Background: an optimization exercise with open tools, aiming at small area and a short achievable clock period. Do not read the settings as production practice.
Function was not checked in any run shown here: the RTL went through the layout flow alone.
Power figures rest on the tool's default switching activity, not on a simulated workload.

File: flow/design.v
module instruction_decoder (
    input [31:0] instruction,
    output [3:0] opcode,
    output [3:0] reg1,
    output [3:0] reg2,
    output [3:0] destReg,
    output [15:0] immediate
);
    assign opcode = instruction[31:28];
    assign reg1 = instruction[27:24];
    assign reg2 = instruction[23:20];
    assign destReg = instruction[19:16];
    assign immediate = instruction[15:0];
endmodule
module reg_file (
    input clk,
    input rst,  
    input [15:0] read_sel1,
    input [15:0] read_sel2,
    input [3:0] write_reg,
    input [15:0] write_data,
    input write_enable,
    output reg [15:0] read_data1,
    output reg [15:0] read_data2
);
    reg [15:0] regs [0:15];
    wire [15:0] wd = rst ? 16'b0 : write_data;
    genvar g;
    generate
        for (g = 0; g < 16; g = g + 1) begin : r
            always @(posedge clk) begin
                if (rst || (write_enable && write_reg == g))
                    regs[g] <= wd;
            end
        end
    endgenerate
    integer i;
    always @(*) begin
        read_data1 = 16'b0;
        read_data2 = 16'b0;
        for (i = 0; i < 16; i = i + 1) begin
            read_data1 = read_data1 | (regs[i] & {16{read_sel1[i]}});
            read_data2 = read_data2 | (regs[i] & {16{read_sel2[i]}});
        end
    end
endmodule
module alu (
    input [15:0] operand1,
    input [15:0] operand2,
    input carry_in,
    input [3:0] opcode,
    output [15:0] x,
    output [15:0] cm,
    output carry_out,
    output zero
);
    wire is_addc = (opcode == 4'b0011);
    wire is_subc = (opcode == 4'b0100);
    wire is_arith = is_addc | is_subc | (opcode == 4'b1011) | (opcode == 4'b1100);
    wire is_shl = (opcode == 4'b1000);
    wire is_shr = (opcode == 4'b1001) | (opcode == 4'b1010);
    wire is_and = (opcode[2:0] == 3'b101);
    wire is_or = (opcode[2:0] == 3'b110);
    wire is_xor = (opcode[2:0] == 3'b111);
    wire cin = (is_addc & carry_in) | (is_subc & ~carry_in) | (opcode == 4'b1100);
    wire [15:0] p = operand1 ^ operand2;
    wire [15:0] g = operand1 & operand2;
    wire [15:0] k = operand1 | operand2;
    wire [15:0] gk [0:4];
    wire [15:0] pk [0:4];
    assign gk[0] = g;
    assign pk[0] = p;
    genvar i, l;
    generate
        for (l = 0; l < 4; l = l + 1) begin : lvl
            for (i = 0; i < 16; i = i + 1) begin : b
                if (i >= (1 << l)) begin : pg
                    assign gk[l+1][i] = gk[l][i] | (pk[l][i] & gk[l][i - (1 << l)]);
                    assign pk[l+1][i] = pk[l][i] & pk[l][i - (1 << l)];
                end else begin : pass
                    assign gk[l+1][i] = gk[l][i];
                    assign pk[l+1][i] = pk[l][i];
                end
            end
        end
    endgenerate
    wire [15:0] c = gk[4] | (pk[4] & {16{cin}});
    wire c16 = c[15];
    assign carry_out = (is_addc & c16) | (is_subc & ~c16);
    function [15:0] rev;
        input [15:0] v;
        integer j;
        begin
            for (j = 0; j < 16; j = j + 1)
                rev[j] = v[15 - j];
        end
    endfunction
    wire fill = (opcode == 4'b1010) & operand1[15];
    wire [15:0] s0 = is_shl ? rev(operand1) : operand1;
    wire [15:0] s1 = operand2[0] ? {fill, s0[15:1]} : s0;
    wire [15:0] s2 = operand2[1] ? {{2{fill}}, s1[15:2]} : s1;
    wire [15:0] s3 = operand2[2] ? {{4{fill}}, s2[15:4]} : s2;
    wire [15:0] s4 = operand2[3] ? {{8{fill}}, s3[15:8]} : s3;
    wire big = |operand2[15:4];
    wire [15:0] sh = big ? {16{fill}} : s4;
    wire [15:0] r_na = ({16{is_and}} & g) |
                       ({16{is_or}} & k) |
                       ({16{is_xor}} & p) |
                       ({16{is_shr}} & sh) |
                       ({16{is_shl}} & rev(sh));
    assign x = r_na | ({16{is_arith}} & p);
    assign cm = {16{is_arith}} & {c[14:0], cin};
    wire sum_zero = &(p ~^ {k[14:0], cin});
    wire arith_zero = sum_zero & ~(is_addc & k[15]) & ~(is_subc & ~k[15]);
    assign zero = is_arith ? arith_zero : ~(|r_na);
endmodule
module final_top (
    input clk,
    input rst,  
    input [31:0] instruction,
    input [15:0] data_in,  
    output [15:0] data_out,  
    output [15:0] addr,  
    output we,  
    output [15:0] out_reg,  
    output zero,
    output carry
);
    wire [3:0] opcode, reg1, reg2, destReg;
    wire [15:0] immediate, reg_data1, reg_data2, alu_x, alu_cm;
    wire carry_d2, zero_d2;
    reg [3:0] opcode_d1, destReg_d1;
    reg [15:0] imm_d1;
    reg [15:0] sel1_d1, sel2_d1;
    reg fwd1_d1, fwd2_d1, use_imm_d1, inv_d1;
    reg [3:0] opcode_d2, destReg_d2;
    reg [15:0] op1_d2, op2_d2, addr_d2;
    reg [15:0] x_d3, cm_d3;
    reg load_d3, rf_we_d3, carry_d3, zero_d3;
    reg [3:0] destReg_d3;
    wire [15:0] wdata_d3 = x_d3 ^ cm_d3;
    instruction_decoder id (
        .instruction (instruction),
        .opcode (opcode),
        .reg1 (reg1),
        .reg2 (reg2),
        .destReg (destReg),
        .immediate (immediate)
    );
    wire rf_we_d2 = (opcode_d2 != 4'b0000) && (opcode_d2 != 4'b0001);
    wire use_imm = (opcode == 4'b1011) || (opcode == 4'b1100) || (opcode == 4'b1101) ||
                   (opcode == 4'b1110) || (opcode == 4'b1111);
    wire fwd1 = rf_we_d2 && (reg1 == destReg_d2);
    wire fwd2 = rf_we_d2 && (reg2 == destReg_d2);
    wire [15:0] sel1, sel2;
    genvar k;
    generate
        for (k = 0; k < 16; k = k + 1) begin : dec
            assign sel1[k] = (reg1 == k) && !fwd1;
            assign sel2[k] = (reg2 == k) && !fwd2;
        end
    endgenerate
    reg_file rf (
        .clk(clk),
        .rst(rst),
        .read_sel1(sel1_d1),
        .read_sel2(sel2_d1),
        .write_reg(destReg_d3),
        .write_data(wdata_d3),
        .write_enable(rf_we_d3),
        .read_data1(reg_data1),
        .read_data2(reg_data2)
    );
    alu alu_unit (
        .operand1(op1_d2),
        .operand2(op2_d2),
        .carry_in(carry_d3),
        .opcode(opcode_d2),
        .x(alu_x),
        .cm(alu_cm),
        .carry_out(carry_d2),
        .zero(zero_d2)
    );
    wire is_load_d2 = (opcode_d2 == 4'b0010);
    always @(posedge clk or posedge rst) begin
        if (rst) begin
            opcode_d1 <= 4'b0;
            imm_d1 <= 16'b0;
            opcode_d2 <= 4'b0;
            addr_d2 <= 16'b0;
            x_d3 <= 16'b0;
            cm_d3 <= 16'b0;
            load_d3 <= 1'b0;
            rf_we_d3 <= 1'b0;
            carry_d3 <= 1'b0;
            zero_d3 <= 1'b0;
        end else begin
            opcode_d1 <= opcode;
            imm_d1 <= immediate;
            opcode_d2 <= opcode_d1;
            addr_d2 <= imm_d1;
            x_d3 <= alu_x | (data_in & {16{is_load_d2}});  
            cm_d3 <= alu_cm;
            load_d3 <= is_load_d2;
            rf_we_d3 <= rf_we_d2;
            carry_d3 <= carry_d2;
            zero_d3 <= zero_d2;
        end
    end
    always @(posedge clk) begin
        destReg_d1 <= destReg;
        sel1_d1 <= sel1;
        sel2_d1 <= use_imm ? 16'b0 : sel2;
        fwd1_d1 <= fwd1;
        fwd2_d1 <= fwd2 && !use_imm;
        use_imm_d1 <= use_imm;
        inv_d1 <= (opcode == 4'b0100) || (opcode == 4'b1100);
        destReg_d2 <= destReg_d1;
        destReg_d3 <= destReg_d2;
        op1_d2 <= reg_data1 | (wdata_d3 & {16{fwd1_d1}});
        op2_d2 <= (reg_data2 | (wdata_d3 & {16{fwd2_d1}}) | (imm_d1 & {16{use_imm_d1}})) ^ {16{inv_d1}};
    end
    assign addr = addr_d2;
    assign we = (opcode_d2 == 4'b0001);
    assign data_out = we ? op1_d2 : 16'b0;
    assign out_reg = load_d3 ? 16'b0 : wdata_d3;
    assign carry = carry_d3;
    assign zero = zero_d3;
endmodule
File: flow/run.sh
#!/bin/bash
# synth_recipe.tcl (not shown) runs the flow's synth.tcl, then flattens the netlist and writes it again
# the make line also repeats each setting of config.mk as NAME=value (left out here)
make -C /OpenROAD-flow-scripts/flow DESIGN_CONFIG=/design/flow/config.mk WORK_HOME=/design/flow/orfs CLKGATE_MAP_FILE= SYNTH_SCRIPT=/design/flow/synth_recipe.tcl finish
File: flow/config.mk
export PLATFORM = sky130hd
export DESIGN_NAME = final_top
export DESIGN_NICKNAME = final_top
export VERILOG_FILES = /design/flow/design.v
export SDC_FILE = /design/flow/constraint.sdc
export NUM_CORES = 4
export LEC_CHECK = 0
export CAP_MARGIN = 20
export CORE_MARGIN = 2
export CORE_UTILIZATION = 40
export SETUP_SLACK_MARGIN = 2.0
export SLEW_MARGIN = 20
File: flow/constraint.sdc
create_clock -name core_clock -period 4.5 [get_ports {clk}]
set_input_delay 0.9000 -clock core_clock [delete_from_list [all_inputs] [get_ports {clk}]]
set_output_delay 0.9000 -clock core_clock [all_outputs]
set_load 0.01 [all_outputs]
==> results of run 1 <==
-- cell usage after synthesis, types with 3 or more instances --
cell type / n
a21o_1: 7
nand3_1: 30
a21oi_1: 34
nor3_1: 13
nor3b_1: 5
dfrtp_1: 76
clkbuf_1: 101
mux2i_1: 26
xnor2_1: 44
nand3b_1: 7
nand2b_1: 8
or4_1: 5
buf_1: 8
a221o_1: 10
inv_1: 39
a22oi_1: 155
and2_1: 9
nor2_1: 114
a222oi_1: 16
a22o_1: 61
o22ai_1: 5
dfxtp_1: 80
xor2_1: 27
mux4_2: 20
and3_1: 17
a211o_1: 4
a221oi_1: 55
nor2b_1: 4
or3_1: 3
o21ai_0: 32
ha_1: 32
nand2_1: 58
nor4_1: 8
o31ai_1: 8
o21a_1: 3
edfxtp_1: 256
nand4_1: 55
-- logic make-up (layout without fill, tap and decap cells) --
logic type	Yosys count	in the layout
other cells	0	2
simple gates	346	346
buf+inv	152	342
compound gates	413	413
mux	48	48
xor+xnor	71	71
fa+ha+maj	33	33
flops	412	412
-- worst max-delay path, cell delays in order, from the launching register on --
cell and delay (ns):
dfrtp_1 0.41, buf_4 0.16, nor4b_4 0.38, mux4_2 0.59, mux4_2 0.56, buf_4 0.18, o22ai_4 0.16, nand2b_1 0.11
a211o_1 0.34, o31ai_2 0.24
-- layout make-up --
type                            instances  area (sq um)  share of cell area
Tap cell                              600           751              0.0324
Timing Repair Buffer                  219          2060              0.0891
Clock inverter                         19           218             0.00940
Inverter                               41           166             0.00718
Clock buffer                           63          1260              0.0543
Antenna cell                            2          5.00            0.000216
Sequential cell                       412         11200               0.484
Multi-Input combinational cell        911          7490               0.323
-- worst max path at each step --
stage	slack [ns]	end	cells after the start	start
6_report	1.28	zero_d3	9	opcode_d2[1]
4_1_cts	1.37	zero_d3	9	opcode_d2[2]
3_3_place_gp	1.10	zero_d3	8	opcode_d2[3]
2_1_floorplan	1.46	zero_d3	10	opcode_d2[0]
3_5_place_dp	1.05	zero_d3	8	opcode_d2[3]
5_1_grt	1.20	zero_d3	9	opcode_d2[1]
-- timing repair --
| action | CTS | global route |
|---|---|---|
| setup buffers | 52 | 15 |
| pin swaps | 33 | 26 |
| cloned | 2 | 0 |
| setup endpoints to repair | 61 | 54 |
| endpoints found under the hold margin | 0 | 0 |
| gates resized for setup | 211 | 111 |
-- power by group --
group          internal [uW]  switching [uW]
registers               4630             553
logic                   1090            1450
clock network           2150            1570
-- flip-flops by register name, summed over array words and instances (netlist names), 4 cells and up --
register / cells
addr_d2: 16
opcode_d1: 4
op1_d2: 16
imm_d1: 16
opcode_d2: 4
sel2_d1: 16
rf.regs: 256
x_d3: 16
op2_d2: 16
cm_d3: 16
destReg_d2: 4
destReg_d1: 4
destReg_d3: 4
sel1_d1: 16
-- metal layers --
| layer | vias to the layer above | GRT usage | part of all wire |
|---|---|---|---|
| met3 | 241 | 0.0729 | 0.12 |
| met2 | 1208 | 0.469 | 0.45 |
| met1 | 7348 | 0.399 | 0.38 |
| met5 | - | 0 | 0.00014 |
| met4 | 2 | 0.111 | 0.045 |
| li1 | 6133 | - | - |
-- through the flow --
stage          utilization  total power [uW]  hold slack (ns)  setup WS (ns)
4_1_cts              0.498             11200            0.329           1.37
2_1_floorplan            -              6270            0.310           1.46
3_5_place_dp         0.447              7310            0.314           1.05
6_report             0.509             11400            0.326           1.28
3_3_place_gp         0.446              7290            0.316           1.10
5_1_grt              0.509             11800            0.333           1.20
-- cells in the final DEF, fill, tap and decap left out, types with 9 or more instances in the layout --
master / count
a22o_1: 61
dfrtp_1: 68
nor3_1: 10
xnor2_1: 29
a221o_1: 10
clkbuf_1: 11
xor2_1: 27
ha_1: 30
dfxtp_1: 72
mux2i_1: 20
nand4_1: 55
o21ai_2: 14
clkdlybuf4s50_1: 66
mux4_2: 20
nand2_1: 52
buf_6: 44
xnor2_2: 9
o21ai_0: 13
a22oi_1: 154
and3_4: 16
buf_4: 91
a221oi_1: 53
a222oi_1: 16
inv_1: 36
edfxtp_1: 256
clkbuf_16: 45
nor2_1: 102
a21oi_1: 26
nand3_1: 29
==> results.sh, run 1 <==
export IMPL_tns_ns=0
export IMPL_worstPathRequired_ns=4.98
export IMPL_yosys_area_share_simple=0.0945
export IMPL_clkLatencyLatePin_ns=0.59
export IMPL_synth_mux_area_frac=0.0397
export IMPL_max_slew_margin=0.0890
export IMPL_antenna_found_initial=2
export IMPL_grt_pass1_wl_um=102000
export IMPL_port_buffer_count=100
export IMPL_hold_viol=0
export IMPL_setup_violations=0
export IMPL_finish_instance_area_sq_mm=0.0232
export IMPL_r2r_start="opcode_d2[1]"
export IMPL_synthCells=1475
export IMPL_clockRootBuffer="clkbuf_16"
export IMPL_synth_top_family_by_area="compound AO/OA/AOI/OAI gates"
export IMPL_rrSetupSlack_ns=1.28
export IMPL_ys_seq_area_frac=0.606
export IMPL_cts_buffers=44
export IMPL_dieHeight_um=219
export IMPL_drv_cap=0
export IMPL_place_area_sq_mm=0.0203
export IMPL_vias_per_cell=6.59
export IMPL_cp_max_fo=4
export IMPL_drive_above_1_share=0.232
export IMPL_rr_endpoint="zero_d3"
export IMPL_ff2ff_path_depth=9
export IMPL_path_clk_slew_ns=0.06
export IMPL_clock_sinks=412
export IMPL_fin_skew_ns=0.0236
export IMPL_clk_path_buf_depth=3
export IMPL_syn_area_per_cell_sq_um=12.5
export IMPL_final_cells=2267
export IMPL_drt_iter0_markers=2577
export IMPL_die_area_sq_mm=0.0479
export IMPL_crit_arrival_ns=3.70
export IMPL_dp_cells=2113
export IMPL_synth_distinct_cells=67
export IMPL_min_from="destReg_d1[3]"
export IMPL_ys_ff_latch=412
export IMPL_max_vdd_ir_drop_v=0.000285
export IMPL_status="timing/DRC/antenna clean"
export IMPL_syn_area_sq_mm=0.0185
export IMPL_hold_class="reg2reg"
export IMPL_crit_path_end_kind="flop"
export IMPL_n_fill_cell=3962
export IMPL_async_flop_share=0.184
export IMPL_core_area_sq_mm=0.0455
export IMPL_rows=78
export IMPL_num_io_pins=101
export IMPL_wl_per_cell_um=31.7
export IMPL_chipWidth_um=219
export IMPL_finalNetCount=1712
export IMPL_worst_pin_slew_ns=1.36
export IMPL_rsz0062_at_grt="true"
export IMPL_finalWeightedCongestion=0.984
export IMPL_place_hpwl_um=45200
export IMPL_p_leak_uw=0.00870
export IMPL_vias=14900
export IMPL_hold_path_end="destReg_d2[3]"
export IMPL_synthTopCellsByArea="edfxtp_1, dfrtp_1, dfxtp_1, a22oi_1, a22o_1"
export IMPL_report_final_slew_viol_count=0
export IMPL_grt_max_degree=58
export IMPL_min_path_cells=0
export IMPL_postRouteAntennaNets=0
export IMPL_crit_type="reg2reg"
export IMPL_synth_compound_area_frac=0.172
export IMPL_grt_use_total=0.298
export IMPL_p_per_area_mw_per_mm2=494
export IMPL_postRouteWirelength_um=71900
export IMPL_cts_tree="yes"
export IMPL_grt_pass1_vias=14600
export IMPL_synth_warnings=4
export IMPL_start_kind="flop"
export IMPL_synth_edf_count=256
export IMPL_synth_xor_area_frac=0.0337
export IMPL_detail_route_first_pass_iterations=7
export IMPL_start_util=0.406
export IMPL_period_needed_ns=3.22
export IMPL_drc=0
export IMPL_grt_overflow_total=0
export IMPL_area_growth_pct=25.5
export IMPL_h_tree_depth=2
export IMPL_syn_nets=1558
export IMPL_yosys_area_top_type="edfxtp_1"
export IMPL_synth_top_cell_area_share=0.416
export IMPL_timing_fmax_mhz=311
export IMPL_period_share=0.715
export IMPL_synth_adder_area_share=0.0228
export IMPL_cts_hold_buf=0
export IMPL_synthFlopType="edfxtp_1"
==> run 2: changes to the inputs <==
--- a/flow/design.v
+++ b/flow/design.v
@@ -25,11 +25,12 @@
 );
     reg [15:0] regs [0:15];
-    wire [15:0] wd = rst ? 16'b0 : write_data;
     genvar g;
     generate
         for (g = 0; g < 16; g = g + 1) begin : r
-            always @(posedge clk) begin
-                if (rst || (write_enable && write_reg == g))
-                    regs[g] <= wd;
+            always @(posedge clk or posedge rst) begin
+                if (rst)
+                    regs[g] <= 16'b0;
+                else if (write_enable && write_reg == g)
+                    regs[g] <= write_data;
             end
         end
==> run 2 against run 1 <==
Die area rose by 4.6%. Sequential share of layout area fell by 7.0 points. Synthesized cell count rose by 37%. Final area rose by 3.6%. Combinational power rose by 72%. Critical path depth fell by 2. First-iteration DRC count fell by 12%. Synthesized area rose by 4.7%.
==> results.sh, run 2 <==
export IMPL_status="timing/DRC/antenna clean"
export IMPL_critPathBufInv=0
export IMPL_drt_iter0_markers=2255
export IMPL_synthCells=2026
export IMPL_cts_tree="yes"
export IMPL_period_needed_ns=3.04
export IMPL_clkLatencyLatePin_ns=0.60
export IMPL_crit_family="simple AND/OR/NAND/NOR gates"
export IMPL_synth_edf_count=0
export IMPL_place_area_sq_mm=0.0213
export IMPL_tns_ns=0
export IMPL_syn_area_per_cell_sq_um=9.54
export IMPL_start_util=0.405
export IMPL_worstSetupStartpoint="opcode_d2[0]"
export IMPL_layout_commonest_cell="dfrtp_1"
export IMPL_cp_slowest_cell="or4b_4"
export IMPL_finalNetCount=2222
export IMPL_fin_skew_ns=0.0252
export IMPL_p_leak_uw=0.00985
export IMPL_p_total_uw=14200
export IMPL_clock_sinks=412
export IMPL_chipWidth_um=224
export IMPL_report_final_slew_viol_count=0
export IMPL_r2r_start="opcode_d2[0]"
export IMPL_finalWeightedCongestion=0.950
export IMPL_port_buffer_count=100
export IMPL_area_growth_pct=24.1
export IMPL_synthTopCellsByArea="dfrtp_1, a22oi_1, dfxtp_1, nor2_1, a21oi_1"
export IMPL_worst_pin_slew_ns=1.37
export IMPL_setup_violations=0
export IMPL_grt_max_degree=101
export IMPL_yosys_area_top_type="dfrtp_1"
export IMPL_path_clk_slew_ns=0.06
export IMPL_h_tree_depth=2
export IMPL_postRouteWirelength_um=79500
export IMPL_synth_top_cell_area_share=0.430
export IMPL_synth_warnings=4
export IMPL_clockRootBuffer="clkbuf_16"
export IMPL_rrSetupSlack_ns=1.46
export IMPL_dieHeight_um=224
export IMPL_rows=80
export IMPL_synth_commonest_cells="dfrtp_1, nor2_1, a22oi_1"
export IMPL_grt_overflow_total=0
export IMPL_detail_route_first_pass_iterations=8
export IMPL_vias=17600
export IMPL_postRouteAntennaNets=0
export IMPL_hold_class="reg2reg"
export IMPL_n_fill_cell=4438
export IMPL_core_area_sq_mm=0.0477
export IMPL_grt_pass1_wl_um=115000
export IMPL_ff2ff_path_depth=7
export IMPL_start_kind="flop"
export IMPL_synth_distinct_cells=69
export IMPL_cts_buffers=47
export IMPL_drive_above_1_share=0.173
export IMPL_worstPathRequired_ns=5.02
export IMPL_clk_path_buf_depth=3
export IMPL_finish_instance_area_sq_mm=0.0240
export IMPL_crit_arrival_ns=3.56
export IMPL_grt_pass1_vias=17200
export IMPL_worstPathCellList="or4b_4 -> mux4_2 -> mux4_2 -> o22a_1 -> a221o_1 -> nor4_2 -> a31o_1"
export IMPL_multi_input_area_sq_mm=0.00922
export IMPL_ys_seq_area_frac=0.513
export IMPL_max_vdd_ir_drop_v=0.000289
export IMPL_regArea_sq_mm=0.00994
export IMPL_drc=0
export IMPL_wl_per_cell_um=28.4
export IMPL_crit_path_frequent_cell="mux4_2"
export IMPL_period_share=0.676
export IMPL_ys_ff_latch=412
export IMPL_top_register="rf.regs"
export IMPL_final_cell_mix="dfrtp_1, a22oi_1, nor2_1"
export IMPL_crit_path_end_kind="flop"
export IMPL_max_slew_margin=0.0879
export IMPL_rr_endpoint="zero_d3"
export IMPL_syn_area_sq_mm=0.0193
export IMPL_drv_cap=0
export IMPL_slowest_delay_ns=0.61
export IMPL_crit_type="reg2reg"
export IMPL_place_hpwl_um=48500
export IMPL_num_io_pins=101
export IMPL_vias_per_cell=6.30
export IMPL_antenna_found_initial=0
export IMPL_grt_use_total=0.314
export IMPL_hold_viol=0
export IMPL_yosysMostFrequentCell="dfrtp_1"
export IMPL_rsz0062_at_grt="true"
export IMPL_largest_register_ff_count=256
export IMPL_synthFlopType="dfrtp_1"
export IMPL_cp_max_fo=6
export IMPL_async_flop_share=0.806
export IMPL_p_per_area_mw_per_mm2=591
export IMPL_die_area_sq_mm=0.0501
export IMPL_crit_end="zero_d3"
export IMPL_cp_depth=7
export IMPL_syn_nets=2109
export IMPL_timing_fmax_mhz=329
-- run 2: changes by cell type in the layout (fill, tap and decap cells not counted), moves of 16 or more --
| cell | before | now |
|---|---|---|
| dfrtp_1 | 68 | 325 |
| edfxtp_1 | 256 | 0 |
| a21oi_1 | 26 | 176 |
| nor2_1 | 102 | 237 |
| o21ai_0 | 13 | 145 |
| a22oi_1 | 154 | 248 |
| nand2_1 | 52 | 142 |
| a221oi_1 | 53 | 6 |
| a22o_1 | 61 | 15 |
| and3_1 | 1 | 18 |
| xor2_1 | 27 | 11 |
-- run 2: timing repair --
item                       CTS  global route
pin swaps                   27            18
gates resized for setup    227            51
hold buffers                 0             0
setup buffers               43            15
setup endpoints to repair   61            55
cloned                       2             1
-- run 2: per-layer routing --
| layer | wire length [um] | vias up | global-route usage |
|---|---|---|---|
| met1 | 30200 | 8497 | 0.399 |
| met4 | 5280 | 0 | 0.178 |
| met2 | 34600 | 1168 | 0.478 |
| met3 | 9370 | 351 | 0.0942 |
| li1 | - | 7581 | - |
| met5 | 0 | - | 0 |
-- run 2: through the flow --
stage / worst slack, ns / instances / util / hold slack, ns
after floorplan: -0.835 / 2026 / - / 0.310
after global placement: 1.17 / 2644 / 0.445 / 0.312
after detailed placement: 1.14 / 2644 / 0.445 / 0.312
after CTS: 1.48 / 2777 / 0.495 / 0.323
after global routing: 1.40 / 2793 / 0.502 / 0.326
final: 1.46 / 2794 / 0.502 / 0.322
-- run 2: where the power goes --
part	total (uW)	switching [uW]	internal [uW]	leakage, uW
Combinational	4380	2500	1880	0.00437
Clock	3950	1600	2350	0.000791
Sequential	5840	1120	4720	0.00469
-- run 2: cell families after synthesis --
| group | Yosys count | share of synthesized area |
|---|---|---|
| multiplexers | 39 | 0.0333 |
| XOR/XNOR | 55 | 0.0249 |
| buffers and inverters | 213 | 0.0425 |
| AND/OR/NAND/NOR | 593 | 0.138 |
| flip-flops | 412 | 0.513 |
| adder cells (fa/ha/maj) | 33 | 0.0217 |
| AO/OA/AOI/OAI | 681 | 0.227 |
-- run 2: worst min-delay path by stage --
stage	start	to	slack, ns	cells past startpoint
3_5_place_dp	destReg_d1[1]	destReg_d2[1]	0.31	0
5_1_grt	destReg_d1[2]	destReg_d2[2]	0.33	0
3_3_place_gp	destReg_d1[3]	destReg_d2[3]	0.31	0
6_report	destReg_d1[2]	destReg_d2[2]	0.32	0
4_1_cts	destReg_d1[2]	destReg_d2[2]	0.32	0
2_1_floorplan	destReg_d1[0]	destReg_d2[0]	0.31	0
-- run 2: layout make-up --
type                       instances  share of cell area
timing repair buffer             234              0.0945
multi-input combinational       1401               0.384
inverter                          43             0.00730
clock buffer                      75              0.0608
tap                              615              0.0321
sequential                       412               0.414
antenna                            1            0.000104
clock inverter                    13             0.00673

## afterwards: timing with drivers on the ports
How much do the figures lean on ideal ports? The routed layouts below were timed once more, with nothing changed but the port constraints.
Step 1, drivers: a clkbuf_16 drives clk and a buf_2 each remaining input, both assumed.
Step 2 also shifts input and output timing later by t, the mid clock arrival at the registers, as if the neighbouring blocks saw the same clock.
Three values: ideal ports, drivers, drivers and shift; two values: the first two.
run	t (ns)	slack for setup (ns)	hold slack, ns	clock arrival spread, ns	cell pins on the clock port's net
run 1	0.631	1.283 / 1.283 / 1.283	0.326 / 0.326 / 0.326	0.025 / 0.025	1
run 2	0.651	1.460 / 1.460 / 1.460	0.322 / 0.322 / 0.322	0.028 / 0.028	1
After both steps setup and hold are still met in every run listed.
